This design comes from an exercise in tuning for small area, a short achievable clock period and few clock cycles on the open sky130 flow, not from production work. In this exercise RTL edits were held to simulation tests only and were not proved equivalent to the original.

--- flow/run.sh ---
#!/bin/bash
set -euo pipefail
bash standard.sh SETUP_SLACK_MARGIN=10 finish > flow_make.log 2>&1
--- standard.sh ---
#!/bin/bash
# synth_recipe.tcl (not shown) runs the flow's synth.tcl, then flattens the netlist and writes it again
# the make line also repeats each setting of config.mk as NAME=value (left out here)
make -C /OpenROAD-flow-scripts/flow DESIGN_CONFIG=/design/flow/config.mk WORK_HOME=/design/flow/orfs CLKGATE_MAP_FILE= SYNTH_SCRIPT=/design/flow/synth_recipe.tcl "${@:-finish}"
--- config.mk ---
export PLATFORM = sky130hd
export DESIGN_NAME = top
export DESIGN_NICKNAME = top
export VERILOG_FILES = /design/flow/design.v
export SDC_FILE = /design/flow/constraint.sdc
export NUM_CORES = 4
export LEC_CHECK = 0
export CAP_MARGIN = 20
export CORE_MARGIN = 2
export CORE_UTILIZATION = 30
export SLEW_MARGIN = 20
--- constraint.sdc ---
create_clock -name core_clock -period 16.5 [get_ports {clk_i}]
set_input_delay 3.3000 -clock core_clock [delete_from_list [all_inputs] [get_ports {clk_i}]]
set_output_delay 3.3000 -clock core_clock [all_outputs]
set_load 0.01 [all_outputs]
--- design.v ---
`timescale 1ns / 1ps
`timescale 1ns / 1ps
module ks_add #(parameter W = 32, parameter L = 6) (    
	input  [W-1:0] a,
	input  [W-1:0] b,
	input          cin,
	output [W-1:0] s,
	output         cout
);
reg [W:0] g, p;
integer l;
always @(*) begin
	g = { a & b, cin };
	p = { a ^ b, 1'b0 };
	for (l = 0; l < L; l = l + 1) begin
		g = g | (p & (g << (1 << l)));
		p = p & (p << (1 << l));
	end
end
assign s    = (a ^ b) ^ g[W-1:0];
assign cout = g[W];
endmodule
`timescale 1ns / 1ps
module booth_enc (
	input   [8:0] d,        
	output [12:0] enc       
);
wire [9:0] dx = { d, 1'b0 };    
genvar i;
generate
	for (i = 0; i < 4; i = i + 1) begin : g_grp
		wire b2 = dx[2*i+2], b1 = dx[2*i+1], b0 = dx[2*i];
		assign enc[3*i+2] = b2 & !(b1 & b0);                             
		assign enc[3*i+1] = (b2 & !b1 & !b0) | (!b2 & b1 & b0);           
		assign enc[3*i]   = b1 ^ b0;                                      
	end
endgenerate
assign enc[12] = d[7] & !d[8];
endmodule
module mul_step (
	input  [32:0] m,
	input  [12:0] enc,
	input  [32:0] h,
	output [41:0] sum
);
function [33:0] bsel(input [32:0] mm, input neg, input two, input one);
	reg [33:0] r;
	begin
		r = two ? { mm, 1'b0 } : (one ? { mm[32], mm } : 34'h0);
		bsel = neg ? ~r : r;
	end
endfunction
wire [33:0] b0 = bsel(m, enc[2],  enc[1],  enc[0]);
wire [33:0] b1 = bsel(m, enc[5],  enc[4],  enc[3]);
wire [33:0] b2 = bsel(m, enc[8],  enc[7],  enc[6]);
wire [33:0] b3 = bsel(m, enc[11], enc[10], enc[9]);
wire [41:0] r0 = { {8{b0[33]}}, b0 };
wire [41:0] r1 = { {6{b1[33]}}, b1, 2'b00 };
wire [41:0] r2 = { {4{b2[33]}}, b2, 4'h0 };
wire [41:0] r3 = { {2{b3[33]}}, b3, 6'h00 };
wire [41:0] r4 = { {1{enc[12] & m[32]}}, {33{enc[12]}} & m, 1'b0, enc[11], 1'b0, enc[8], 1'b0, enc[5], 1'b0, enc[2] };
wire [41:0] rh = { {9{h[32]}}, h };
wire [41:0] s1a = r0 ^ r1 ^ r2;
wire [41:0] c1a = ((r0 & r1) | (r0 & r2) | (r1 & r2)) << 1;
wire [41:0] s1b = r3 ^ r4 ^ rh;
wire [41:0] c1b = ((r3 & r4) | (r3 & rh) | (r4 & rh)) << 1;
wire [41:0] s2  = s1a ^ c1a ^ s1b;
wire [41:0] c2  = ((s1a & c1a) | (s1a & s1b) | (c1a & s1b)) << 1;
wire [41:0] s3  = s2 ^ c2 ^ c1b;
wire [41:0] c3  = ((s2 & c2) | (s2 & c1b) | (c2 & c1b)) << 1;
wire cout_unused;
ks_add #(.W(42), .L(6)) cpa (.a(s3), .b(c3), .cin(1'b0), .s(sum), .cout(cout_unused));
endmodule
`timescale 1ns / 1ps
module muldiv (
	input             clk_i,
	input             reset_i,
	input             accept,    
	input       [2:0] f3_i,
	input       [4:0] rd_i,
	input      [31:0] a,
	input      [31:0] b,
	output            busy,
	output reg        done,
	output reg  [4:0] rd,
	output reg [31:0] res
);
localparam ST_IDLE = 3'd0, ST_MUL = 3'd1, ST_DNORM = 3'd2, ST_DITER = 3'd3, ST_DFIN = 3'd4;
reg  [2:0] st_r;
reg  [2:0] f3;
reg [32:0] h_r;      
reg [31:0] l_r;      
reg [32:0] m_r;      
reg [12:0] enc_r;    
reg  [4:0] cnt_r;
reg        neg_q_r;
reg        neg_r_r;
assign busy = (st_r != ST_IDLE);
function [5:0] clz32(input [31:0] x);
	integer j;
	begin
		clz32 = 6'd32;
		for (j = 0; j < 32; j = j + 1)
			if (x[j]) clz32 = 6'd31 - j;
	end
endfunction
wire        a_mul_signed = f3_i[0] ^ f3_i[1];           
wire        mul_b_signed = (f3[1:0] == 2'b01);          
wire        mul_last     = (cnt_r[1:0] == 2'd3);
wire        next_last    = (cnt_r[1:0] == 2'd2);
wire [12:0] enc_first, enc_next;
wire [41:0] mul_sum;
booth_enc booth_first (.d({ 1'b0, b[7:0] }), .enc(enc_first));
booth_enc booth_next  (.d({ next_last & mul_b_signed & l_r[15], l_r[15:8] }), .enc(enc_next));
mul_step mul_step_i (.m(m_r), .enc(enc_r), .h(h_r), .sum(mul_sum));
wire        div_signed = !f3_i[0];
wire        a_neg      = div_signed & a[31];
wire        b_neg      = div_signed & b[31];
wire [31:0] a_mag      = a_neg ? -a : a;
wire [31:0] b_mag      = b_neg ? -b : b;
wire  [5:0] za         = clz32(h_r[31:0]);
wire  [5:0] zb         = clz32(m_r[31:0]);
wire        d_zero     = (m_r[31:0] == 32'h0);
wire        r_zero     = (h_r[31:0] == 32'h0);
wire        trivial    = d_zero | r_zero | (zb < za);
wire  [4:0] shamt      = zb[4:0] - za[4:0];
wire [32:0] diff       = { 1'b0, h_r[31:0] } - { 1'b0, m_r[31:0] };
wire        ge         = !diff[32];
wire [31:0] rn         = ge ? diff[31:0] : h_r[31:0];
wire [31:0] qn         = { l_r[30:0], ge };
wire        in_norm  = (st_r == ST_DNORM);
wire [31:0] div_mag  = f3[1] ? h_r[31:0] : (in_norm ? {32{d_zero}} : l_r);
wire        div_neg  = f3[1] ? neg_r_r : (neg_q_r & !in_norm);
wire [31:0] div_res  = div_neg ? -div_mag : div_mag;
wire [31:0] mul_res  = (f3[1:0] == 2'b00) ? { mul_sum[7:0], l_r[31:8] } : mul_sum[39:8];
always @(*) begin
	done = 1'b0;
	res  = div_res;
	case (st_r)
		ST_MUL:   begin done = mul_last; res = mul_res; end
		ST_DNORM: done = trivial;
		ST_DFIN:  done = 1'b1;
		default:  ;
	endcase
end
always @(posedge clk_i or posedge reset_i) begin
	if (reset_i)
		st_r <= ST_IDLE;
	else case (st_r)
		ST_IDLE:  if (accept) st_r <= f3_i[2] ? ST_DNORM : ST_MUL;
		ST_MUL:   if (mul_last) st_r <= ST_IDLE;
		ST_DNORM: st_r <= trivial ? ST_IDLE : ST_DITER;
		ST_DITER: if (cnt_r == 5'd0) st_r <= ST_DFIN;
		default:  st_r <= ST_IDLE;
	endcase
end
always @(posedge clk_i) begin
	case (st_r)
		ST_IDLE: begin
			f3 <= f3_i;
			rd <= rd_i;
			if (!f3_i[2]) begin
				m_r   <= { a_mul_signed & a[31], a };
				h_r   <= 33'h0;
				l_r   <= b;
				enc_r <= enc_first;
				cnt_r <= 5'd0;
			end else begin
				h_r     <= { 1'b0, a_mag };
				m_r     <= { 1'b0, b_mag };
				l_r     <= 32'h0;
				neg_q_r <= a_neg ^ b_neg;
				neg_r_r <= a_neg;
			end
		end
		ST_MUL: begin
			h_r   <= mul_sum[40:8];
			l_r   <= { mul_sum[7:0], l_r[31:8] };
			enc_r <= enc_next;
			cnt_r <= cnt_r + 5'd1;
		end
		ST_DNORM: begin
			m_r   <= { 1'b0, m_r[31:0] << shamt };
			cnt_r <= shamt;
		end
		ST_DITER: begin
			h_r   <= { 1'b0, rn };
			l_r   <= qn;
			m_r   <= { 1'b0, m_r[32:1] };
			cnt_r <= cnt_r - 5'd1;
		end
		default: ;
	endcase
end
endmodule
`timescale 1ns / 1ps
 `timescale 1ns / 1ps
module register_file (
	input         clk_i,
	input         reset_i,
	input   [4:0] ra1,
	input   [4:0] ra2,
	input   [4:0] wa,       
	input  [31:0] wd,
	output reg [31:0] rd1,
	output reg [31:0] rd2
);
reg  [31:1] valid_r;
wire [1023:0] rows;
assign rows[31:0] = 32'h0;
genvar i;
generate
	for (i = 1; i < 32; i = i + 1) begin : g_row
		reg [31:0] q;
		always @(posedge clk_i)
			if (wa == i) q <= wd;
		assign rows[32*i +: 32] = q;
	end
endgenerate
always @(posedge clk_i or posedge reset_i) begin
	if (reset_i)
		valid_r <= 31'h0;
	else if (wa != 5'd0)
		valid_r[wa] <= 1'b1;
end
wire [31:0] v = { valid_r, 1'b0 };
integer k;
always @(*) begin
	rd1 = 32'h0;
	rd2 = 32'h0;
	for (k = 1; k < 32; k = k + 1) begin
		rd1 = rd1 | ({32{ra1 == k && v[k]}} & rows[32*k +: 32]);
		rd2 = rd2 | ({32{ra2 == k && v[k]}} & rows[32*k +: 32]);
	end
	rd1 = rd1 | ({32{ra1 == 5'd2 && !v[2]}} & 32'h2000);
	rd2 = rd2 | ({32{ra2 == 5'd2 && !v[2]}} & 32'h2000);
end
endmodule
`timescale 1ns / 1ps
 `timescale 1ns / 1ps
module top(
input         clk_i,
input         reset_i,
input  [31:0] irdata_i,
output        ird_o,
output [31:0] iaddr_o,
output [31:0] daddr_o,
output [31:0] dwdata_o,
input  [31:0] drdata_i,
output  [1:0] dsize_o,
output  [3:0] dbe_w,
output        drd_o,
output        dwr_o
);
reg  [29:0] pc_r;
reg         ird_r;
assign iaddr_o = { pc_r, 2'b00 };
assign ird_o   = ird_r;
wire [31:0] ins = irdata_i;
wire  [4:0] opc = ins[6:2];
wire  [2:0] f3  = ins[14:12];
wire  [4:0] rs1 = ins[19:15];
wire  [4:0] rs2 = ins[24:20];
wire op_lui    = (opc == 5'b01101);
wire op_auipc  = (opc == 5'b00101);
wire op_jal    = (opc == 5'b11011);
wire op_jalr   = (opc == 5'b11001);
wire op_branch = (opc == 5'b11000);
wire op_load   = (opc == 5'b00000);
wire op_store  = (opc == 5'b01000);
wire op_imm    = (opc == 5'b00100);
wire op_reg    = (opc == 5'b01100);
wire op_alu    = op_imm | (op_reg & !ins[25]);
wire [31:0] imm_i = { {20{ins[31]}}, ins[31:20] };
wire [31:0] imm_s = { {20{ins[31]}}, ins[31:25], ins[11:7] };
wire [31:0] imm_b = { {20{ins[31]}}, ins[7], ins[30:25], ins[11:8], 1'b0 };
wire [31:0] imm_u = { ins[31:12], 12'h0 };
wire [31:0] imm_j = { {12{ins[31]}}, ins[19:12], ins[20], ins[30:21], 1'b0 };
wire [31:0] dec_imm = (op_lui | op_auipc) ? imm_u :
                      op_store            ? imm_s :
                      op_branch           ? imm_b :
                      op_jal              ? imm_j : imm_i;
wire dec_writes = op_lui | op_auipc | op_jal | op_jalr | op_load | op_imm | op_reg;
wire  [4:0] dec_rd = dec_writes ? ins[11:7] : 5'd0;
wire dec_br_next  = op_branch & (imm_b == 32'd4);
wire dec_jal_next = op_jal & (imm_j == 32'd4);
reg         e_v;
reg  [31:0] e_a, e_b;           
reg         e_fwd1, e_fwd2;     
reg   [4:0] e_rd;
reg  [31:0] e_imm;
reg  [29:0] e_pc;
reg   [2:0] e_f3;
reg         e_useimm;           
reg         e_sub;              
reg         e_md;               
reg         e_lui;
reg         e_jal, e_jalr, e_branch, e_load, e_store;
reg         e_r_sum, e_r_shl, e_r_shr, e_r_lt, e_r_ltu, e_r_xor, e_r_or, e_r_and, e_r_pc4, e_r_pcimm;
reg         e_sra;
reg   [4:0] m_rd;
reg  [31:0] m_res;
reg  [31:0] m_wdata;
reg   [3:0] m_be;
reg   [1:0] m_size;
reg         m_lsigned;
reg         m_load, m_store;
wire [31:0] rf_rd1, rf_rd2;
wire  [4:0] wb_rd;
wire [31:0] wb_data;
register_file register_file_i (
	.clk_i(clk_i), .reset_i(reset_i),
	.ra1(rs1), .ra2(rs2),
	.wa(wb_rd), .wd(wb_data),
	.rd1(rf_rd1), .rd2(rf_rd2)
);
wire [31:0] f_a = (wb_rd != 5'd0 && rs1 == wb_rd) ? wb_data : rf_rd1;
wire [31:0] f_b = (wb_rd != 5'd0 && rs2 == wb_rd) ? wb_data : rf_rd2;
wire [31:0] opa  = e_fwd1 ? m_res : e_a;
wire [31:0] rs2v = e_fwd2 ? m_res : e_b;
wire [31:0] opb  = e_useimm ? e_imm : rs2v;
wire [31:0] sum;
wire        sum_c;
ks_add #(.W(32), .L(6)) alu_add (.a(opa), .b(e_sub ? ~opb : opb), .cin(e_sub), .s(sum), .cout(sum_c));
wire        ltu = !sum_c;
wire        lt  = (opa[31] == opb[31]) ? sum[31] : opa[31];
wire        eq  = (opa == opb);
wire  [4:0] shamt = opb[4:0];
wire [31:0] shl = opa << shamt;
wire signed [32:0] shr_in = { e_sra & opa[31], opa };
wire signed [32:0] shr_w  = shr_in >>> shamt;
wire [31:0] shr = shr_w[31:0];
wire [31:0] pc_imm;
wire        pc_imm_c;
ks_add #(.W(32), .L(6)) pc_add (.a(e_lui ? 32'h0 : { e_pc, 2'b00 }), .b(e_imm), .cin(1'b0), .s(pc_imm), .cout(pc_imm_c));
wire [31:0] pc_4 = { e_pc + 30'd1, 2'b00 };
wire        md_busy, md_done;
wire  [4:0] md_rd;
wire [31:0] md_res;
wire        md_accept = e_v & e_md & !md_busy;
muldiv muldiv_i (
	.clk_i(clk_i), .reset_i(reset_i),
	.accept(md_accept), .f3_i(e_f3), .rd_i(e_rd),
	.a(opa), .b(rs2v),
	.busy(md_busy), .done(md_done), .rd(md_rd), .res(md_res)
);
wire exec = e_v & !e_md & !md_busy;
wire advance = !e_v | (!md_busy & !e_md) | md_done;
wire br_cond = e_f3[2] ? (e_f3[1] ? ltu : lt) : eq;
wire taken   = exec & (e_jal | e_jalr | (e_branch & (br_cond ^ e_f3[0])));
wire [29:0] target = e_jalr ? sum[31:2] : pc_imm[31:2];
wire [31:0] ex_res = ({32{e_r_sum}}   & sum)
                   | ({32{e_r_shl}}   & shl)
                   | ({32{e_r_shr}}   & shr)
                   | ({32{e_r_lt}}    & { 31'h0, lt })
                   | ({32{e_r_ltu}}   & { 31'h0, ltu })
                   | ({32{e_r_xor}}   & (opa ^ opb))
                   | ({32{e_r_or}}    & (opa | opb))
                   | ({32{e_r_and}}   & (opa & opb))
                   | ({32{e_r_pc4}}   & pc_4)
                   | ({32{e_r_pcimm}} & pc_imm);
wire [1:0] ex_size = e_f3[1:0];
wire [31:0] st_data = (ex_size == 2'd0) ? {4{rs2v[7:0]}} :
                      (ex_size == 2'd1) ? {2{rs2v[15:0]}} : rs2v;
wire [3:0] st_be = (ex_size == 2'd0) ? (4'b0001 << sum[1:0]) :
                   (ex_size == 2'd1) ? (sum[1] ? 4'b1100 : 4'b0011) : 4'b1111;
wire [4:0] rd_to_m = md_done ? md_rd : (exec ? e_rd : 5'd0);
always @(posedge clk_i or posedge reset_i) begin
	if (reset_i) begin
		pc_r    <= 30'h0;
		ird_r   <= 1'b0;
		e_v     <= 1'b0;
		m_rd    <= 5'd0;
		m_load  <= 1'b0;
		m_store <= 1'b0;
	end else begin
		ird_r <= 1'b1;
		if (taken)
			pc_r <= target;
		else if (advance)
			pc_r <= pc_r + 30'd1;
		e_v     <= !taken;
		m_rd    <= rd_to_m;
		m_load  <= exec & e_load;
		m_store <= exec & e_store;
	end
end
always @(posedge clk_i) begin
	e_a      <= f_a;
	e_b      <= f_b;
	e_fwd1   <= (rd_to_m != 5'd0) && (rs1 == rd_to_m);
	e_fwd2   <= (rd_to_m != 5'd0) && (rs2 == rd_to_m);
	e_rd     <= dec_rd;
	e_imm    <= dec_imm;
	e_pc     <= pc_r;
	e_f3     <= f3;
	e_useimm <= op_imm | op_load | op_store | op_jalr;
	e_sub    <= op_branch | (op_reg & !ins[25] & f3 == 3'b000 & ins[30]) | (op_alu & f3[2:1] == 2'b01);
	e_md     <= op_reg & ins[25];
	e_lui    <= op_lui;
	e_jal    <= op_jal & !dec_jal_next;
	e_jalr   <= op_jalr;
	e_branch <= op_branch & !dec_br_next;
	e_load   <= op_load;
	e_store  <= op_store;
	e_sra    <= ins[30];
	e_r_sum  <= op_load | op_store | (op_alu & f3 == 3'b000);
	e_r_shl  <= op_alu & f3 == 3'b001;
	e_r_lt   <= op_alu & f3 == 3'b010;
	e_r_ltu  <= op_alu & f3 == 3'b011;
	e_r_xor  <= op_alu & f3 == 3'b100;
	e_r_shr  <= op_alu & f3 == 3'b101;
	e_r_or   <= op_alu & f3 == 3'b110;
	e_r_and  <= op_alu & f3 == 3'b111;
	e_r_pc4  <= op_jal | op_jalr;
	e_r_pcimm <= op_lui | op_auipc;
	m_res     <= md_done ? md_res : ex_res;
	m_wdata   <= st_data;
	m_be      <= st_be;
	m_size    <= ex_size;
	m_lsigned <= !e_f3[2];
end
assign daddr_o  = m_res;
assign dwdata_o = m_wdata;
assign dbe_w    = m_be;
assign dsize_o  = m_size;
assign drd_o    = m_load;
assign dwr_o    = m_store;
wire  [7:0] ld_byte = drdata_i[8*m_res[1:0] +: 8];
wire [15:0] ld_half = m_res[1] ? drdata_i[31:16] : drdata_i[15:0];
wire [31:0] ld_data = (m_size == 2'd0) ? { {24{m_lsigned & ld_byte[7]}}, ld_byte } :
                      (m_size == 2'd1) ? { {16{m_lsigned & ld_half[15]}}, ld_half } : drdata_i;
assign wb_rd   = m_rd;
assign wb_data = m_load ? ld_data : m_res;
endmodule
==> run summary, run 1 <==
Achievable Freq about 150 MHz; Synth area leaders edfxtp_1 39%, dfxtp_1 5.3%, ha_1 3.6%; crit share post-route 0.405; critical path endpoint category register; Yosys reg bits 1417; post-synthesis sequential area ratio 0.467; Clock Latency Late Sink 820 ps; Die Ht 538 um; Finished Layout Cells 12.0k; initial antenna violation count 41; Post-Syn Area 85400 sq um; Global Route Usage Sum 0.285; CTS tree built; detailed-route via count 78.2k; cell taking the most area after synthesis edfxtp_1; post-synthesis adder-cell area fraction 0.0699; vias in the first global route approximately 73k; ys flop type edfxtp_1; Commonest cells post-synth 1117 x edfxtp_1, 651 x nand2_1, 519 x clkbuf_1; Nets about 8.6k; Wirelength per Cell 35.8 um; port bufs 166; synth warn 6; CTS Buf Count 148; antenna-violating nets left 0; final setup vio count 0; xor/xnor share of the synthesized area 0.0450; count leader, synth edfxtp_1; final WL 430000 um; Core Region 283000 sq um; I/O pins approximately 170; RSZ-0062 raised after global routing yes; clock sinks 1417; post-layout min period 6680 ps; synth unique cells 95; global-route wire length before repair about 600000 um; layout cells sized above 1 0.103; gr ovfl total 0; CP Max Fanout 18; DRT iter0 DRCs 15.3k; Post-Synth Simple-Gate Area 0.110; via count normalized by instance count 6.50; Post-synth EDFFs 1117; largest family of logic cells by synthesized area compound AO/OA/AOI/OAI gates; gpl congestion 1.03; Slew headroom 0.0760; DRC viols 0; Die ar. 289000 sq um; Startpoint Class primary input; CTS clk-pin slew, worst paths roughly 60 ps; mux contribution to synthesized area 0.0510; row cnt 195; worst hold margin between 400 and 500 ps; Pins Over Slew Limit 0; final hold vios 0; maxcap violations 0; outcome timing/DRC/antenna clean; Worst EP arrival between 7000 and 8000 ps; complex-gate fraction of the synthesized area 0.211; worst path required time 17140 ps; Critical Path Max Stage Delay 840 ps; Critical Path Slowest Stage Cell and3_2; TNS Setup 0 ps; dpl hpwl 275000 um; Post-Place Cells roughly 12k; worst-case reg-to-reg path depth 22; CTS Root Cell clkbuf_16; Least-Margin Pin Slew ~1400 ps; Layout area overhead 14.5%; pin count of the biggest net entering global routing 68; initial core utilization 0.302; Max Clock Skew between 70 and 80 ps; asr flop ratio synth 0.0515; H-Tree Depth 4; Hold Crit Class register to register; Syn Inst Count 8167; Hold Path Stages 1; critical-path cell list clkdlybuf4s50_1 -> nor3b_1 -> and3_2 -> buf_4 -> a22o_1 -> a221oi_1 -> nand4_1 -> nor3_1 -> a31oi_1; critical path class primary input to register; drt pass-1 iters 14; Syn Area/Cell 10.5 sq um; clock tree buffer depth 3; area share of the leading cell type in the synthesized netlist 0.393; die width about 540 um
## placed cells by master (no fill, tap or decap), types with 77 or more instances in the layout
cell type	netlist	layout
nand3_1	204	201
dfxtp_1	227	224
clkbuf_16	0	155
nor2_1	442	403
a31oi_1	81	77
xor2_1	152	148
a21oi_1	404	384
a221oi_1	316	298
clkdlybuf4s50_1	0	166
inv_1	384	379
a22o_1	280	280
ha_1	247	246
nand4_1	143	143
buf_4	5	270
nor3_1	137	119
mux2i_1	300	295
o21ai_0	393	388
a22oi_1	384	384
fa_1	144	143
a222oi_1	94	94
edfxtp_1	1117	1117
o211ai_1	81	81
nand2_1	651	651
xnor2_1	287	286
## sequential cells by signal (all words and copies together), names as in the netlist, 30 cells and up
signal / count
muldiv_i.h_r: 33
e_pc: 30
m_wdata: 32
register_file_i.valid_r: 31
e_a: 32
pc_r: 30
e_b: 32
e_imm: 32
muldiv_i.l_r: 32
register_file_i.g_row.q: 992
muldiv_i.m_r: 33
m_res: 32
## worst max-delay path, delay by kind of cell
kind / cells / cell delay, ps
and+or+nand+nor: 4 / 1620
AOI/OAI and AO/OA: 3 / 930
buffers and inverters: 2 / 1420
## worst paths after layout
check,from,end,slack (ps)
worst max-delay path,irdata_i[24],e_b[8],9820
worst min-delay path,e_store,m_store,440
worst max register to register,muldiv_i.enc_r[7],m_res[23],10040
worst min register to register,e_store,m_store,440
max in group asynchronous,reset_i,muldiv_i.st_r[1],12430
min in group asynchronous,reset_i,register_file_i.valid_r[1],2780
## per-stage QoR
stage / area (sq um) / setup WS [ps] / util
after CTS: 97300 / 10010 / 0.344
final: 97800 / 9820 / 0.346
after floorplan: 85400 / 10630 / -
after global placement: 91700 / 8410 / 0.324
after detailed placement: 91700 / 8510 / 0.324
after global routing: 97800 / 9950 / 0.346
## kinds of logic after synthesis
kind of cell | count (synthesis)
compound gates | 2522
xor+xnor | 439
fa+ha+maj | 391
buf+inv | 1024
flops | 1417
mux | 384
other cells | 2
simple gates | 1988
## timing repair
| action | 4_1_cts | 5_1_grt |
|---|---|---|
| resized for setup | 57 | 53 |
| pin swaps | 7 | 13 |
| setup endpoints to repair | 80 | 74 |
| hold buffers | 0 | 0 |
| buffers inserted | 29 | 11 |
## routing by layer
metal  up-vias  GRT usage  share of wire
met4        14      0.215          0.095
met2      7088      0.429           0.43
met5         -   0.000987        0.00061
li1      31200          -              -
met1     37800      0.336           0.34
met3      2014     0.0978           0.14
## final cells by class
| cell class | instances | area, sq um |
|---|---|---|
| diodes | 13 | 32.5 |
| flip-flops and latches | 1417 | 39900 |
| fillers | 28000 | 185000 |
| clock buffers | 196 | 4140 |
| multi-input cells | 5727 | 42700 |
| well taps | 3743 | 4680 |
| repair buffers | 453 | 3950 |
| inverters | 392 | 1490 |
| clock inverters | 78 | 867 |
Testbench counts, summed over its fixed seeds: cycles 14,281.
==> inputs of run 2 (changes only) <==
--- a/design.v
+++ b/design.v
@@ -324,15 +324,18 @@
 ks_add #(.W(32), .L(6)) alu_add (.a(opa), .b(e_sub ? ~opb : opb), .cin(e_sub), .s(sum), .cout(sum_c));
 wire        ltu = !sum_c;
 wire        lt  = (opa[31] == opb[31]) ? sum[31] : opa[31];
-wire        eq  = (opa == opb);
+wire        br_ge_c;
+wire [31:0] br_diff_unused;
+ks_add #(.W(32), .L(6)) br_cmp (.a(opa), .b(~rs2v), .cin(1'b1), .s(br_diff_unused), .cout(br_ge_c));
+wire        br_eq  = (opa == rs2v);
+wire        br_ltu = !br_ge_c;
+wire        br_lt  = (opa[31] == rs2v[31]) ? br_ltu : opa[31];
 wire  [4:0] shamt = opb[4:0];
 wire [31:0] shl = opa << shamt;
 wire signed [32:0] shr_in = { e_sra & opa[31], opa };
 wire signed [32:0] shr_w  = shr_in >>> shamt;
 wire [31:0] shr = shr_w[31:0];
-wire [31:0] pc_imm;
-wire        pc_imm_c;
-ks_add #(.W(32), .L(6)) pc_add (.a(e_lui ? 32'h0 : { e_pc, 2'b00 }), .b(e_imm), .cin(1'b0), .s(pc_imm), .cout(pc_imm_c));
+wire [31:0] pc_imm = (e_lui ? 32'h0 : { e_pc, 2'b00 }) + e_imm;
 wire [31:0] pc_4 = { e_pc + 30'd1, 2'b00 };
 wire        md_busy, md_done;
 wire  [4:0] md_rd;
@@ -346,7 +349,7 @@
 );
 wire exec = e_v & !e_md & !md_busy;
 wire advance = !e_v | (!md_busy & !e_md) | md_done;
-wire br_cond = e_f3[2] ? (e_f3[1] ? ltu : lt) : eq;
+wire br_cond = e_f3[2] ? (e_f3[1] ? br_ltu : br_lt) : br_eq;
 wire taken   = exec & (e_jal | e_jalr | (e_branch & (br_cond ^ e_f3[0])));
 wire [29:0] target = e_jalr ? sum[31:2] : pc_imm[31:2];
 wire [31:0] ex_res = ({32{e_r_sum}}   & sum)
@@ -395,7 +398,7 @@
 	e_pc     <= pc_r;
 	e_f3     <= f3;
 	e_useimm <= op_imm | op_load | op_store | op_jalr;
-	e_sub    <= op_branch | (op_reg & !ins[25] & f3 == 3'b000 & ins[30]) | (op_alu & f3[2:1] == 2'b01);
+	e_sub    <= (op_reg & !ins[25] & f3 == 3'b000 & ins[30]) | (op_alu & f3[2:1] == 2'b01);
 	e_md     <= op_reg & ins[25];
 	e_lui    <= op_lui;
 	e_jal    <= op_jal & !dec_jal_next;
==> flow/run.sh (replaced) <==
#!/bin/bash
set -euo pipefail
bash standard.sh SETUP_SLACK_MARGIN=11 finish > flow_make.log 2>&1
--- a/config.mk
+++ b/config.mk
@@ -7,5 +7,6 @@
 export LEC_CHECK = 0
 export CAP_MARGIN = 20
 export CORE_MARGIN = 2
-export CORE_UTILIZATION = 30
+export CORE_UTILIZATION = 40
+export CTS_BUF_LIST = sky130_fd_sc_hd__clkbuf_8
 export SLEW_MARGIN = 20
==> run 2 against run 1 <==
  * Utilization increased by 13 points
  * Critical path type is now register to register
  * Die area decreased by 24%
  * Highest routed layer unchanged
  * Largest cell class unchanged
  * Still clean
  * Count of clock-buffer cells in the layout increased by 55
  * Sequential cell count unchanged
  * Area after synthesis increased by 1.8%
==> run summary, run 2 <==
CTS Buf Count 230; Syn Inst Count 8423; Biggest register register_file_i.g_row.q; dpl hpwl 289000 um; CTS tree built; Slew headroom 0.202; Core Region 217000 sq um; port bufs about 170; vias in the first global route 78.2k; Post-Syn Area 86900 sq um; cell taking the most area after synthesis edfxtp_1; Commonest cells post-synth 1117 x edfxtp_1, 790 x nand2_1, 518 x clkbuf_1; pre-CTS setup slack around 8600 ps; Die Ht 470 um; final hold vios 0; pin count of the biggest net entering global routing 79; critical path class register to register; ys flop type edfxtp_1; clock tree buffer depth 3; asr flop ratio synth 0.0515; largest family of logic cells by synthesized area compound AO/OA/AOI/OAI gates; count leader, synth edfxtp_1; post-layout min period 5940 ps; DRT iter0 DRCs 17.1k; Yosys reg bits 1417; critical path endpoint m_res[22]; worst r2r dst m_res[22]; synth warn 6; row cnt roughly 170; Fillers about 20k; leading registers by flop count register_file_i.g_row.q x992, muldiv_i.h_r x33, muldiv_i.m_r x33; critical-path cell list buf_12 -> nor2b_4 -> buf_12 -> buf_8 -> a22oi_2 -> xnor2_2 -> fa_2 -> fa_1 -> inv_1 -> fa_1 -> inv_1 -> ha_4 -> nand2_2 -> or4b_4 -> o211ai_1 -> buf_4 -> o311ai_4 -> a21oi_2 -> xnor2_2 -> nand2_1 -> o211ai_1 -> a32oi_2; post-synthesis adder-cell area fraction 0.0733; clock sinks 1417; CTS Root Cell clkbuf_8; gr ovfl total 0; most frequent cells in the layout 1117 x edfxtp_1, 783 x nand2_1, 449 x inv_1, 420 x o21ai_0, 373 x buf_4; synth unique cells 110; Nets 9134; RSZ-0062 raised after global routing yes; crit share post-route 0.360; initial core utilization 0.401; layout cells sized above 1 0.161; maxcap violations 0; Wirelength per Cell ~40 um; initial antenna violation count 36; worst hold margin 436 ps; Startpoint Class register; Syn Area/Cell 10.3 sq um; H-Tree Depth 4; complex-gate fraction of the synthesized area 0.225; CTS clk-pin slew, worst paths about 70 ps; reg-to-reg slack, setup between 10000 and 15000 ps; antenna-violating nets left 0; Achievable Freq between 150 and 200 MHz; area share of the leading cell type in the synthesized netlist 0.386; max reg flops 992; Critical Path Start muldiv_i.enc_r[6]; global-route wire length before repair 625000 um; Worst EP arrival 6650 ps; Clock Latency Late Sink roughly 1000 ps; Hold Crit Class register to register; final setup vio count 0; Die ar. 221000 sq um; Layout area overhead 17.4%; Post-synth EDFFs 1117; DRC viols 0; Least-Margin Pin Slew 1190 ps; Crit Reg-Reg Startpoint muldiv_i.enc_r[6]; xor/xnor share of the synthesized area 0.0417; CP Max Fanout 4; Post-Synth Simple-Gate Area 0.114; detailed-route via count roughly 83k; worst setup margin 10560 ps; outcome timing/DRC/antenna clean; via count normalized by instance count 7.13; mux contribution to synthesized area 0.0400; final core utilization 0.471; Critical Path Slowest Stage Cell or4b_4; Synth area leaders edfxtp_1 39%, dfxtp_1 5.2%, ha_1 4.0%; gpl congestion 1.02; die width ~470 um; post-synthesis sequential area ratio 0.459; final WL around 460000 um; worst-case reg-to-reg path depth 22; commonest non-fill, non-tap cell in the layout edfxtp_1; worst path required time 17210 ps; Pins Over Slew Limit 0; Global Route Usage Sum 0.400; critical path endpoint category register; Max Clock Skew 104 ps; I/O pins about 170; Critical Path Max Stage Delay 540 ps; drt pass-1 iters 12; TNS Setup 0 ps
## run 2: metrics by stage
stage	area [sq um]	std cells
final	102000	11700
after global routing	102000	11700
after CTS	101000	11600
after detailed placement	92400	11100
after global placement	92400	11100
after floorplan	86900	8424
## run 2: worst min-delay path by stage
stage / start / to / slack [ps] / cells after the start
2_1_floorplan: e_f3[1] / m_size[1] / 370 / 0
3_3_place_gp: pc_r[15] / e_pc[15] / 410 / 0
3_5_place_dp: pc_r[6] / e_pc[6] / 410 / 0
4_1_cts: pc_r[6] / e_pc[6] / 440 / 0
5_1_grt: pc_r[12] / e_pc[12] / 440 / 0
6_report: e_load / m_load / 440 / 1
## run 2: metal layers
| layer | track usage | part of all wire | vias up |
|---|---|---|---|
| met5 | 0.0132 | 0.0013 | - |
| met4 | 0.319 | 0.10 | 33 |
| met3 | 0.138 | 0.15 | 2347 |
| met2 | 0.583 | 0.41 | 7903 |
| met1 | 0.479 | 0.34 | 40300 |
| li1 | - | - | 32900 |
## run 2: layout make-up
class	count	area [sq um]	share of cell area
inverter	413	1570	0.0154
tap	2854	3570	0.0350
clock inverter	174	1530	0.0150
clock buffer	251	3450	0.0339
antenna	17	42.5	0.000417
timing repair buffer	631	5970	0.0585
multi-input combinational	5952	45900	0.450
sequential	1417	40000	0.392
## run 2: cells by family after synthesis
| logic type | Yosys count |
|---|---|
| AOI/OAI and AO/OA | 2722 |
| and+or+nand+nor | 2090 |
| DFF | 1417 |
| buffers and inverters | 1059 |
| adders and majority gates | 423 |
| xor gates and xnor gates | 414 |
| muxes | 296 |
| other | 2 |
## run 2: timing repair
item | CTS | global route
setup endpoints to repair | 287 | 173
pin swaps | 107 | 135
hold buffers | 0 | 0
cloned | 15 | 1
gates resized for setup | 424 | 242
setup buffers | 105 | 49
## run 2: worst max-delay path: cells and delay by family (launching register included)
family | cells | cell delay [ps]
adder cells (fa/ha/maj) | 4 | 1720
AO/OA/AOI/OAI | 6 | 1570
AND/OR/NAND/NOR | 4 | 850
buffers and inverters | 6 | 710
flip-flops | 1 | 420
XOR/XNOR | 2 | 350
Testbench counts of run 2, summed over its fixed seeds: cycles 14,281.
==> inputs of run 3 (changes only) <==
--- a/design.v
+++ b/design.v
@@ -368,6 +368,7 @@
 wire [3:0] st_be = (ex_size == 2'd0) ? (4'b0001 << sum[1:0]) :
                    (ex_size == 2'd1) ? (sum[1] ? 4'b1100 : 4'b0011) : 4'b1111;
 wire [4:0] rd_to_m = md_done ? md_rd : (exec ? e_rd : 5'd0);
+wire [4:0] rd_fwd  = md_busy ? md_rd : (exec ? e_rd : 5'd0);
 always @(posedge clk_i or posedge reset_i) begin
 	if (reset_i) begin
 		pc_r    <= 30'h0;
@@ -391,8 +392,8 @@
 always @(posedge clk_i) begin
 	e_a      <= f_a;
 	e_b      <= f_b;
-	e_fwd1   <= (rd_to_m != 5'd0) && (rs1 == rd_to_m);
-	e_fwd2   <= (rd_to_m != 5'd0) && (rs2 == rd_to_m);
+	e_fwd1   <= (rd_fwd != 5'd0) && (rs1 == rd_fwd);
+	e_fwd2   <= (rd_fwd != 5'd0) && (rs2 == rd_fwd);
 	e_rd     <= dec_rd;
 	e_imm    <= dec_imm;
 	e_pc     <= pc_r;
==> flow/run.sh (replaced) <==
#!/bin/bash
set -euo pipefail
bash standard.sh SETUP_SLACK_MARGIN=11 "BUFFER_PORTS_ARGS=-buffer_cell sky130_fd_sc_hd__buf_4" finish > flow_make.log 2>&1
==> run 3 against run 2 <==
  * Still clean
  * Register-to-register slack better by 170 ps
  * Worst setup slack better by 110 ps
  * Area after synthesis is 0.11% higher
  * Critical path depth is 13 lower
  * Critical path type is now primary input to register
  * Largest cell class unchanged
==> run summary, run 3 <==
outcome timing/DRC/antenna clean; register area 39900 sq um; crit share post-route 0.353; detailed-route via count between 80k and 90k; Top Layer Used met5; Met3 Routed Length slightly below 70000 um; mux contribution to synthesized area 0.0502; Post-Syn Area 87000 sq um; layout cells sized above 1 0.170; critical path endpoint category register; CP Max Fanout 24; Met1 Wirelength ~160000 um; Post-synth EDFFs 1117; Critical Path Max Stage Delay ~710 ps; drt pass-1 iters 10; Fillers about 20k; Pins Over Slew Limit 0; ys flop type edfxtp_1; Crit Reg-Reg Startpoint muldiv_i.enc_r[10]; gpl congestion 1.02; largest family of logic cells by synthesized area compound AO/OA/AOI/OAI gates; CTS Root Cell clkbuf_8; row cnt about 170; Least-Margin Pin Slew 1270 ps; synth unique cells 103; clock sinks 1417; count leader, synth edfxtp_1; I/O pins around 170; Wirelength per Cell 39.3 um; Commonest cells post-synth 1117 x edfxtp_1, 724 x nand2_1, 557 x clkbuf_1; synth warn 6; cell taking the most area after synthesis edfxtp_1; antenna-violating nets left 0; Achievable Freq 172 MHz; final WL roughly 460000 um; Hold Path End m_store; Hold Crit Class register to register; dpl hpwl 289000 um; leading registers by flop count register_file_i.g_row.q x992, muldiv_i.h_r x33, muldiv_i.m_r x33; critical-path cell list buf_4 -> inv_1 -> nor2_1 -> and3_2 -> buf_4 -> a222oi_1 -> nand3_1 -> nor3_1 -> a21oi_1; max reg flops 992; Post-Place Cells around 11k; Worst EP arrival between 6000 and 7000 ps; critical path buffer and inverter count 3; Layout area overhead 15.9%; area share of the leading cell type in the synthesized netlist 0.385; Finished Layout Cells 11.7k; Startpoint Class primary input; critical path class primary input to register; xor/xnor share of the synthesized area 0.0423; Critical Path Slowest Stage Cell and3_2; final setup vio count 0; Max Clock Skew 114 ps; Clock Latency Late Sink 1050 ps; CP dominant cell by count buf_4; Core Region 217000 sq um; Syn Inst Count about 8.4k; WP depth 9; initial core utilization 0.401; area of the multi-input gates roughly 46000 sq um; Global Route Usage Sum 0.397; Nets 9099; global-route wire length before repair just over 600000 um; DRC viols 0; post-synthesis sequential area ratio 0.459; TNS Setup 0 ps; worst hold margin 436 ps; Die ar. between 200000 and 250000 sq um; initial antenna violation count 21; post-layout min period 5830 ps; Post-Synth Simple-Gate Area 0.114; CTS clk-pin slew, worst paths 60 ps; most frequent cells in the layout 1117 x edfxtp_1, 716 x nand2_1, 546 x buf_4, 428 x inv_1, 389 x nor2_1; Syn Area/Cell slightly above 10 sq um; Synth area leaders edfxtp_1 39%, dfxtp_1 5.2%, ha_1 4.0%; Die Ht 470 um; Biggest register register_file_i.g_row.q; asr flop ratio synth 0.0515; DRT iter0 DRCs 17.1k; CTS tree built; gr ovfl total 0; met2 WL post-DR 189000 um; RSZ-0062 raised after global routing yes; maxcap violations 0; Post-CTS Hold Fix Bufs 0; clock tree buffer depth 3; reg-to-reg slack, setup 10730 ps; complex-gate fraction of the synthesized area 0.215; pin count of the biggest net entering global routing 69; worst-case reg-to-reg path depth 25; commonest non-fill, non-tap cell in the layout edfxtp_1; CTS Buf Count 226; worst r2r dst m_res[26]; port bufs 166; hold_sp e_store; die width ~470 um; Yosys reg bits 1417; vias in the first global route 77.2k; Hold Path Stages 1; Top delay family on crit path simple AND/OR/NAND/NOR gates; via count normalized by instance count between 7 and 8; worst path required time 17330 ps; H-Tree Depth 4; post-synthesis adder-cell area fraction 0.0732; Slew headroom 0.148; final hold vios 0
[run 3: layout make-up]
type	count	area share
Multi-Input combinational cell	5926	0.452
Antenna cell	21	0.000521
Clock inverter	176	0.0124
Tap cell	2854	0.0354
Sequential cell	1417	0.396
Inverter	409	0.0154
Timing Repair Buffer	630	0.0549
Clock buffer	247	0.0337
[run 3: how the worst max path moves through the flow]
stage | end | from | slack [ps]
after detailed placement | m_res[26] | muldiv_i.enc_r[3] | 8870
after floorplan | register_file_i.g_row[10].q[22] | drdata_i[31] | 10840
after global routing | m_res[26] | muldiv_i.enc_r[10] | 10710
after CTS | m_res[26] | muldiv_i.enc_r[10] | 10870
final | e_a[16] | irdata_i[15] | 10670
after global placement | m_res[31] | muldiv_i.enc_r[3] | 8430
[run 3: kinds of logic after synthesis]
kind of cell	Yosys count
fa+ha+maj	423
compound gates	2609
mux	374
other cells	2
flops	1417
simple gates	2097
buf+inv	1061
xor+xnor	420
[run 3: what timing repair did]
action | CTS | global route
endpoints found under the setup margin | 185 | 108
cloned | 10 | 3
pin swaps | 79 | 98
buffers inserted | 114 | 55
resized for setup | 270 | 224
[run 3: worst register-to-register path, cell delays in order, from the launching register on]
cell       delay (ps)
edfxtp_1          460
buf_12            170
nor2b_4           180
buf_6             160
buf_6             100
a22oi_2            50
xor2_1            170
fa_1              570
inv_2              40
fa_1              490
inv_2              40
fa_1              510
inv_2              50
ha_4              220
a21o_1            190
or3_4             330
o211ai_1          180
buf_4             190
a2111oi_4          90
buf_6             170
nor4_4            240
xnor2_2           140
buf_6             160
nand2_4            70
a21oi_4           220
o31a_1            470
[run 3: per-layer routing]
metal,global-route usage,up-vias
li1,-,32700
met1,0.479,40300
met2,0.572,8172
met3,0.148,2296
met4,0.305,24
met5,0.000865,-
[run 3: through the flow]
stage	setup WS (ps)	area, sq um	util
final	10670	101000	0.465
after global routing	10710	101000	0.465
after CTS	10870	99200	0.458
after detailed placement	8870	92000	0.424
after global placement	8430	92000	0.424
after floorplan	10840	87000	-
Testbench counts of run 3, summed over its fixed seeds: cycles 14,281.
==> inputs of run 4 (changes only) <==
--- a/design.v
+++ b/design.v
@@ -283,7 +283,10 @@
 wire dec_writes = op_lui | op_auipc | op_jal | op_jalr | op_load | op_imm | op_reg;
 wire  [4:0] dec_rd = dec_writes ? ins[11:7] : 5'd0;
 wire dec_br_next  = op_branch & (imm_b == 32'd4);
-wire dec_jal_next = op_jal & (imm_j == 32'd4);
+wire        f_pred   = op_jal | (op_branch & ins[31]);
+wire [29:0] f_target;
+wire        f_target_c;
+ks_add #(.W(30), .L(5)) f_add (.a(pc_r), .b(ins[3] ? imm_j[31:2] : imm_b[31:2]), .cin(1'b0), .s(f_target), .cout(f_target_c));
 reg         e_v;
 reg  [31:0] e_a, e_b;           
 reg         e_fwd1, e_fwd2;     
@@ -295,7 +298,8 @@
 reg         e_sub;              
 reg         e_md;               
 reg         e_lui;
-reg         e_jal, e_jalr, e_branch, e_load, e_store;
+reg         e_jalr, e_branch, e_load, e_store;
+reg         e_pred;             
 reg         e_r_sum, e_r_shl, e_r_shr, e_r_lt, e_r_ltu, e_r_xor, e_r_or, e_r_and, e_r_pc4, e_r_pcimm;
 reg         e_sra;
 reg   [4:0] m_rd;
@@ -350,8 +354,8 @@
 wire exec = e_v & !e_md & !md_busy;
 wire advance = !e_v | (!md_busy & !e_md) | md_done;
 wire br_cond = e_f3[2] ? (e_f3[1] ? br_ltu : br_lt) : br_eq;
-wire taken   = exec & (e_jal | e_jalr | (e_branch & (br_cond ^ e_f3[0])));
-wire [29:0] target = e_jalr ? sum[31:2] : pc_imm[31:2];
+wire taken   = exec & (e_jalr | (e_branch & (br_cond ^ e_f3[0] ^ e_pred)));
+wire [29:0] target = e_jalr ? sum[31:2] : (e_pred ? pc_4[31:2] : pc_imm[31:2]);
 wire [31:0] ex_res = ({32{e_r_sum}}   & sum)
                    | ({32{e_r_shl}}   & shl)
                    | ({32{e_r_shr}}   & shr)
@@ -368,7 +372,6 @@
 wire [3:0] st_be = (ex_size == 2'd0) ? (4'b0001 << sum[1:0]) :
                    (ex_size == 2'd1) ? (sum[1] ? 4'b1100 : 4'b0011) : 4'b1111;
 wire [4:0] rd_to_m = md_done ? md_rd : (exec ? e_rd : 5'd0);
-wire [4:0] rd_fwd  = md_busy ? md_rd : (exec ? e_rd : 5'd0);
 always @(posedge clk_i or posedge reset_i) begin
 	if (reset_i) begin
 		pc_r    <= 30'h0;
@@ -382,7 +385,7 @@
 		if (taken)
 			pc_r <= target;
 		else if (advance)
-			pc_r <= pc_r + 30'd1;
+			pc_r <= f_pred ? f_target : pc_r + 30'd1;
 		e_v     <= !taken;
 		m_rd    <= rd_to_m;
 		m_load  <= exec & e_load;
@@ -392,8 +395,8 @@
 always @(posedge clk_i) begin
 	e_a      <= f_a;
 	e_b      <= f_b;
-	e_fwd1   <= (rd_fwd != 5'd0) && (rs1 == rd_fwd);
-	e_fwd2   <= (rd_fwd != 5'd0) && (rs2 == rd_fwd);
+	e_fwd1   <= (rd_to_m != 5'd0) && (rs1 == rd_to_m);
+	e_fwd2   <= (rd_to_m != 5'd0) && (rs2 == rd_to_m);
 	e_rd     <= dec_rd;
 	e_imm    <= dec_imm;
 	e_pc     <= pc_r;
@@ -402,7 +405,7 @@
 	e_sub    <= (op_reg & !ins[25] & f3 == 3'b000 & ins[30]) | (op_alu & f3[2:1] == 2'b01);
 	e_md     <= op_reg & ins[25];
 	e_lui    <= op_lui;
-	e_jal    <= op_jal & !dec_jal_next;
+	e_pred   <= f_pred;
 	e_jalr   <= op_jalr;
 	e_branch <= op_branch & !dec_br_next;
 	e_load   <= op_load;
==> flow/run.sh (replaced) <==
#!/bin/bash
set -euo pipefail
bash standard.sh SETUP_SLACK_MARGIN=11 finish > flow_make.log 2>&1
==> run 4 against run 3 <==
  * Clock skew is 3.6 ps lower
  * Via count is 2.0% higher
  * First-iteration DRC count is 2.0% lower
  * Sequential share of layout area is 1.3 points lower
  * Wire length is 0.35% higher
  * Maximum frequency is 4.6% lower
  * Area after synthesis is 1.8% higher
  * Critical path type is now register to register
  * Largest cell class unchanged
  * Highest routed layer unchanged
==> run summary, run 4 <==
post-layout min period 6110 ps; Fillers 20.2k; Wirelength per Cell 38.2 um; critical path endpoint category register; antenna-violating nets left 0; Pins Over Slew Limit 0; mux contribution to synthesized area 0.0474; Commonest cells post-synth 1117 x edfxtp_1, 783 x nand2_1, 528 x clkbuf_1; worst path required time 17410 ps; final WL 460000 um; TNS Setup 0 ps; Startpoint Class register; global-route wire length before repair 622000 um; CTS Root Cell clkbuf_8; critical path class register to register; gr ovfl total 0; Global Route Usage Sum 0.392; final setup vio count 0; Achievable Freq 164 MHz; synth warn 7; asr flop ratio synth 0.0515; crit share post-route 0.370; synth unique cells around 110; clock tree buffer depth 3; gpl congestion 1.04; Layout area overhead 18.0%; complex-gate fraction of the synthesized area 0.217; vias in the first global route 79.4k; worst setup margin ~10000 ps; clock sinks 1417; die width 475 um; worst hold margin 380 ps; Post-CTS Hold Fix Bufs 0; Worst EP arrival about 7000 ps; detailed-route via count around 85k; Nets 9382; DRT iter0 DRCs 16.8k; via count normalized by instance count 7.07; Synth area leaders edfxtp_1 38%, dfxtp_1 5.1%, ha_1 4.4%; layout cells sized above 1 0.166; row cnt about 170; max reg flops 992; Biggest register register_file_i.g_row.q; Clock Latency Late Sink ~1100 ps; ys flop type edfxtp_1; drt pass-1 iters 13; leading registers by flop count register_file_i.g_row.q x992, muldiv_i.h_r x33, muldiv_i.m_r x33; maxcap violations 0; Syn Area/Cell about 10 sq um; post-synthesis adder-cell area fraction 0.0764; initial core utilization 0.403; Die Ht 475 um; pin count of the biggest net entering global routing 73; DRC viols 0; Least-Margin Pin Slew between 1000 and 1500 ps; H-Tree Depth 4; Yosys reg bits 1417; Post-synth EDFFs 1117; RSZ-0062 raised after global routing yes; Post-Synth Simple-Gate Area 0.115; commonest non-fill, non-tap cell in the layout edfxtp_1; CTS tree built; port bufs 166; largest family of logic cells by synthesized area compound AO/OA/AOI/OAI gates; pre-CTS setup slack 8230 ps; Post-Syn Area ~90000 sq um; Syn Inst Count approximately 8.6k; CP Max Fanout 5; Hold Crit Class register to register; area share of the leading cell type in the synthesized netlist 0.379; final hold vios 0; outcome timing/DRC/antenna clean; CTS Buf Count 227; xor/xnor share of the synthesized area 0.0473; most frequent cells in the layout 1117 x edfxtp_1, 770 x nand2_1, 449 x inv_1, 400 x nor2_1, 387 x a21oi_1; CTS clk-pin slew, worst paths 70 ps; initial antenna violation count 40; cell taking the most area after synthesis edfxtp_1; dpl hpwl ~280000 um; count leader, synth edfxtp_1; Max Clock Skew 111 ps; I/O pins 171; Die ar. 225000 sq um; Core Region 220000 sq um; Slew headroom 0.118; post-synthesis sequential area ratio 0.451
[run 4: metrics by stage]
stage,utilization,cells,cell area [sq um]
floorplan,-,8614,88800
global placement,0.428,11400,94200
detailed placement,0.428,11400,94200
CTS,0.467,12000,103000
global route,0.475,12000,104000
finish,0.475,12000,104000
[run 4: layout make-up]
| cell class | instances | area [sq um] | area share |
|---|---|---|---|
| flip-flops and latches | 1417 | 40000 | 0.382 |
| well taps | 2958 | 3700 | 0.0354 |
| clock inverters | 175 | 1390 | 0.0133 |
| inverters | 431 | 1640 | 0.0157 |
| diodes | 27 | 67.6 | 0.000647 |
| clock buffers | 249 | 3430 | 0.0328 |
| repair buffers | 654 | 6470 | 0.0619 |
| multi-input cells | 6129 | 47800 | 0.458 |
| repair inverters | 2 | 15.0 | 0.000144 |
[run 4: worst max-delay path, cell delays in order, from the launching register on]
cell and delay (ps):
edfxtp_1 470, buf_12 180, nor2b_4 240, buf_6 180, a22oi_1 90, xnor2_1 250, fa_2 490, fa_1 490
inv_1 50, fa_1 490, inv_2 50, ha_4 260, nand4_1 120, a21o_1 290, a211oi_4 270, o211ai_1 160
and4_1 240, nor3_4 120, buf_6 150, a211oi_4 80, xnor2_4 390, o211ai_1 330, a22oi_2 550
[run 4: logic make-up after synthesis]
group | count (synthesis)
mux | 356
simple gates | 2150
compound gates | 2680
flops | 1417
buf+inv | 1076
xor+xnor | 478
other cells | 2
fa+ha+maj | 454
[run 4: routing by layer]
layer	vias to the layer above	GRT usage	wire (um)
met1	41000	0.474	156000
li1	33500	-	-
met3	2464	0.147	69000
met2	8145	0.563	189000
met5	-	0.00887	600
met4	42	0.303	45500
[run 4: path summary, 6_finish.rpt]
kind | start | endpoint | depth (start not counted) | slack, ps
hold / removal | e_rd[1] | muldiv_i.rd[1] | 0 | 380
hold reg to reg | e_rd[1] | muldiv_i.rd[1] | 0 | 380
setup / recovery | muldiv_i.enc_r[7] | m_res[31] | 22 | 10390
setup reg to reg | muldiv_i.enc_r[7] | m_res[31] | 22 | 10390
max in group asynchronous | reset_i | pc_r[23] | 3 | 12580
min in group asynchronous | reset_i | register_file_i.valid_r[19] | 2 | 2540
[run 4: timing repair]
item / in CTS / in global routing
setup endpoints to repair: 420 / 306
gates cloned: 25 / 7
pin swaps: 87 / 120
gates resized for setup: 500 / 250
buffers inserted: 137 / 57
Testbench counts of run 4, summed over its fixed seeds: cycles 14,016.

==> re-timing with driven ports <==
The results above use ideal ports. As a check the final layouts listed here were re-extracted and re-timed, cells and wires unchanged. Step 1 sets driving cells, clkbuf_16 on the clock port and buf_2 on the other inputs (assumed; they add their load-dependent delay and slew). Step 2 times the ports against the registers' clock, not the clock port: input delays grow and output delays shrink by t, the midpoint of the rising clock arrivals with the driver on. Three values: no drivers, after step 1, after step 2; two values: the first two.
| run | t, ns | slack for setup (ns) | worst slew at a driven data input, ns |
|---|---|---|---|
| run 1 | 0.875 | 9.818 / 9.885 / 9.009 | 0.16 |
| run 2 | 1.074 | 10.560 / 10.560 / 9.818 | 0.07 |
| run 3 | 1.085 | 10.670 / 10.729 / 9.644 | 0.08 |
| run 4 | 1.084 | 10.388 / 10.388 / 9.575 | 0.07 |
After both steps setup and hold are still met in every run listed. The setup slack of run 3, which loses most, moves by +0.059 ns with the drivers and by -1.026 ns with both steps.
